Context: an optimization exercise on an open-source flow, tuned for small area, a short achievable clock period and few clock cycles. The choices shown serve that exercise and are no tape-out recipe. Function was checked by simulation only, so behaviour that the tests miss may differ from the original. Power and IR drop assume default switching activity.

Setup of build 94:
==> flow/design.v (excerpt) <==
module JAM (
    input CLK,
    input RST,
    output [2:0] W,
    output [2:0] J,
    input [6:0] Cost,
    output reg [3:0] MatchCount,
    output reg [9:0] MinCost,
    output reg Valid
);
export LEC_CHECK = 0
export CAP_MARGIN = 20
export CORE_MARGIN = 2
export CORE_UTILIZATION = 60
export SLEW_MARGIN = 20
create_clock -name core_clock -period 10.0 [get_ports {CLK}]
standard.sh (not shown) runs the stock make flow with config.mk's settings and CLKGATE_MAP_FILE= SYNTH_SCRIPT=/design/flow/synth_recipe.tcl, a recipe that flattens the netlist after the stock synthesis.
==> flow/flow/run.sh <==
#!/bin/bash
# Standard layout with three changes: the port buffers use a normal buffer cell (buf_4)
# instead of the default pick; clock tree synthesis builds its tree from clkbuf_16,
# without dummy loads, in clusters of up to 24 flip-flops; and timing repair aims for a
# setup slack of 6.9 ns on the 10 ns clock, so it sizes up the slowest paths. The
# constraints (constraint.sdc) are not changed.
set -euo pipefail
export BUFFER_PORTS_ARGS="-buffer_cell sky130_fd_sc_hd__buf_4"
export CTS_ARGS="-sink_clustering_enable -repair_clock_nets -dont_use_dummy_load -buf_list sky130_fd_sc_hd__clkbuf_16 -sink_clustering_size 24 -sink_clustering_max_diameter 150"
export SETUP_SLACK_MARGIN=6.9
bash standard.sh finish > standard_flow.log 2>&1
Testbench counts of build 94, summed over its fixed seeds: cycles 1,638.
diff inputs: build 94 => build 4
==> flow/flow/run.sh <==
#!/bin/bash
# Standard layout with three changes: the port buffers use a normal buffer cell (buf_4)
# instead of the default pick; clock tree synthesis builds its tree from clkbuf_16,
# without dummy loads, in clusters of up to 20 flip-flops; and timing repair aims for a
# setup slack of 6.9 ns on the 10 ns clock, so it sizes up the slowest paths. The
# constraints (constraint.sdc) are not changed.
set -euo pipefail
export BUFFER_PORTS_ARGS="-buffer_cell sky130_fd_sc_hd__buf_4"
export CTS_ARGS="-sink_clustering_enable -repair_clock_nets -dont_use_dummy_load -buf_list sky130_fd_sc_hd__clkbuf_16 -sink_clustering_size 20 -sink_clustering_max_diameter 150"
export SETUP_SLACK_MARGIN=6.9
bash standard.sh finish > standard_flow.log 2>&1
==> comparison <==
Any difference in share of cells above drive strength 1 between build 94 and build 4 is small enough to ignore. Of the two values seen for termination of the worst setup path, J[0] was produced by build 4 and W[0] by build 94. Net count of the finished layout: build 4 vs build 94, no meaningful difference. Compared to build 94, build 4 shows a narrower setup margin. Compared with build 94, count of clock-buffer cells in the layout in build 4 increased by more than 10%.


JAM, a different RTL version from the one above (not shown whole).
## JAM
module JAM (
    input CLK,
    input RST,
    output [2:0] W,
    output [2:0] J,
    input [6:0] Cost,
    output reg [3:0] MatchCount,
    output reg [9:0] MinCost,
    output reg Valid
);
export LEC_CHECK = 0
export CAP_MARGIN = 20
export CORE_MARGIN = 2
export CORE_UTILIZATION = 40
export SLEW_MARGIN = 20
create_clock -name core_clock -period 10.0 [get_ports {CLK}]
==> flow/flow/run.sh <==
#!/bin/bash
# Standard layout with three changes: the port buffers use a normal buffer cell (buf_4)
# instead of the default pick; clock tree synthesis builds its tree from clkbuf_16,
# without dummy loads, in clusters of up to 20 flip-flops; and timing repair aims for a
# setup slack of 7.4 ns on the 10 ns clock, so it sizes up the slowest paths. The
# constraints (constraint.sdc) are not changed.
set -euo pipefail
export BUFFER_PORTS_ARGS="-buffer_cell sky130_fd_sc_hd__buf_4"
export CTS_ARGS="-sink_clustering_enable -repair_clock_nets -dont_use_dummy_load -buf_list sky130_fd_sc_hd__clkbuf_16 -sink_clustering_size 20 -sink_clustering_max_diameter 150"
export SETUP_SLACK_MARGIN=7.4
bash standard.sh finish > standard_flow.log 2>&1
The starting point passed the timing, design-rule and antenna checks.
Testbench counts at the start, summed over its fixed seeds: cycles 1,656.
Edit:
==> flow/flow/run.sh (replaced) <==
#!/bin/bash
# Standard layout with three changes: the port buffers use a normal buffer cell (buf_4)
# instead of the default pick; clock tree synthesis builds its tree from clkbuf_8,
# without dummy loads, in clusters of up to 15 flip-flops; and timing repair aims for a
# setup slack of 6.9 ns on the 10 ns clock, so it sizes up the slowest paths. The
# constraints (constraint.sdc) are not changed.
set -euo pipefail
export BUFFER_PORTS_ARGS="-buffer_cell sky130_fd_sc_hd__buf_4"
export CTS_ARGS="-sink_clustering_enable -repair_clock_nets -dont_use_dummy_load -buf_list sky130_fd_sc_hd__clkbuf_8 -sink_clustering_size 15 -sink_clustering_max_diameter 100"
export SETUP_SLACK_MARGIN=6.9
bash standard.sh finish > standard_flow.log 2>&1
The changed run ran to the end with no violations.
Total power is lower by 8.4%.
Worst hold slack is worse by 36 ps.
Routed wire length decreases by 3.2%.
Utilization fell by 2.1 points.
Synthesized area is unchanged.
Worst setup slack got worse by 200 ps.
Design area falls by 4.6%.
Global-route usage shrinks by 0.35 points.


## before
JAM with an RTL version that a note above also has.
Size: about 30 I/O pins.
==> flow/config.mk <==
export PLATFORM = sky130hd
export DESIGN_NAME = JAM
export DESIGN_NICKNAME = JAM
export VERILOG_FILES = /design/flow/design.v
export SDC_FILE = /design/flow/constraint.sdc
export NUM_CORES = 4
export LEC_CHECK = 0
export CAP_MARGIN = 20
export CORE_MARGIN = 2
export CORE_UTILIZATION = 70
export SLEW_MARGIN = 20
==> flow/constraint.sdc <==
create_clock -name core_clock -period 10.0 [get_ports {CLK}]
set_input_delay 2.0000 -clock core_clock [delete_from_list [all_inputs] [get_ports {CLK}]]
set_output_delay 2.0000 -clock core_clock [all_outputs]
set_load 0.01 [all_outputs]
==> flow/flow/run.sh <==
#!/bin/bash
# Standard layout with three changes: the port buffers use a normal buffer cell (buf_4)
# instead of the default pick; clock tree synthesis builds its tree from clkbuf_16,
# without dummy loads, in clusters of up to 24 flip-flops; and timing repair aims for a
# setup slack of 6.9 ns on the 10 ns clock, so it sizes up the slowest paths. The
# constraints (constraint.sdc) are not changed.
set -euo pipefail
export BUFFER_PORTS_ARGS="-buffer_cell sky130_fd_sc_hd__buf_4"
export CTS_ARGS="-sink_clustering_enable -repair_clock_nets -dont_use_dummy_load -buf_list sky130_fd_sc_hd__clkbuf_16 -sink_clustering_size 24 -sink_clustering_max_diameter 150"
export SETUP_SLACK_MARGIN=6.9
bash standard.sh finish > standard_flow.log 2>&1
before has completed all stages; timing, DRC and antenna checks passed.
Testbench counts of before, summed over its fixed seeds: cycles 1,638.
Here is what was changed in the inputs of after compared with before.
==> flow/flow/run.sh <==
#!/bin/bash
# Standard layout with three changes: the port buffers use a normal buffer cell (buf_4)
# instead of the default pick; clock tree synthesis builds its tree from clkbuf_16,
# without dummy loads, in clusters of up to 20 flip-flops; and timing repair aims for a
# setup slack of 6.9 ns on the 10 ns clock, so it sizes up the slowest paths. The
# constraints (constraint.sdc) are not changed.
set -euo pipefail
export BUFFER_PORTS_ARGS="-buffer_cell sky130_fd_sc_hd__buf_4"
export CTS_ARGS="-sink_clustering_enable -repair_clock_nets -dont_use_dummy_load -buf_list sky130_fd_sc_hd__clkbuf_16 -sink_clustering_size 20 -sink_clustering_max_diameter 150"
export SETUP_SLACK_MARGIN=6.9
bash standard.sh finish > standard_flow.log 2>&1
diff --git a/flow/config.mk b/flow/config.mk
--- a/flow/config.mk
+++ b/flow/config.mk
@@ -8,4 +8,4 @@
 export CAP_MARGIN = 20
 export CORE_MARGIN = 2
-export CORE_UTILIZATION = 70
+export CORE_UTILIZATION = 40
 export SLEW_MARGIN = 20
Results
In after the sequential share of layout area turned out 1.9 points lower than in before. Synthesized area came out exactly the same in after and before. Reported for after and before, async set-reset flop share out of synthesis turned out identical to the last digit. [after vs before] standard-cell row count: higher in after. Clock transition at the register clock pins on the worst setup and hold paths after CTS: after vs before — no meaningful difference. Side by side, fraction of power spent switching nets turned out lower in after than in before. Delta (after minus before): part of the power in combinational logic +0.3 points, half-perimeter wire length after detailed placement +3.3%, post-route total power +about 2%, maximum resistive drop on vdd -0.066 mV.

static timing again, ports no longer ideal:
Ports are ideal in the flow. The routed layouts listed here were re-timed in OpenROAD. Step 1 assumes that a clkbuf_16 drives the clock port and a buf_2 every other input. Step 2 moves the port delays by t, midway between the first and last clock arrival at a register: inputs arrive t later, outputs are due t later. That takes back most of the time a late clock gives input paths. Slacks: ideal / step 1 / step 2; pairs: ideal / step 1.
run | t (ns) | setup WS [ns] | hold WS [ns]
build 94 | 0.880 | 6.750 / 6.658 / 6.848 | 0.284 / 0.284 / 0.284
build 4 | 0.881 | 6.697 / 6.611 / 6.843 | 0.274 / 0.274 / 0.274
the first run of note 2 | 0.891 | 6.648 / 6.564 / 6.984 | 0.276 / 0.276 / 0.276
the second run of note 2 | 1.065 | 6.453 / 6.369 / 6.998 | 0.240 / 0.240 / 0.240
before | 0.851 | 6.728 / 6.644 / 6.781 | 0.292 / 0.292 / 0.292
after | 0.923 | 6.673 / 6.576 / 6.816 | 0.274 / 0.274 / 0.274
After both steps setup and hold are still met in every run listed.
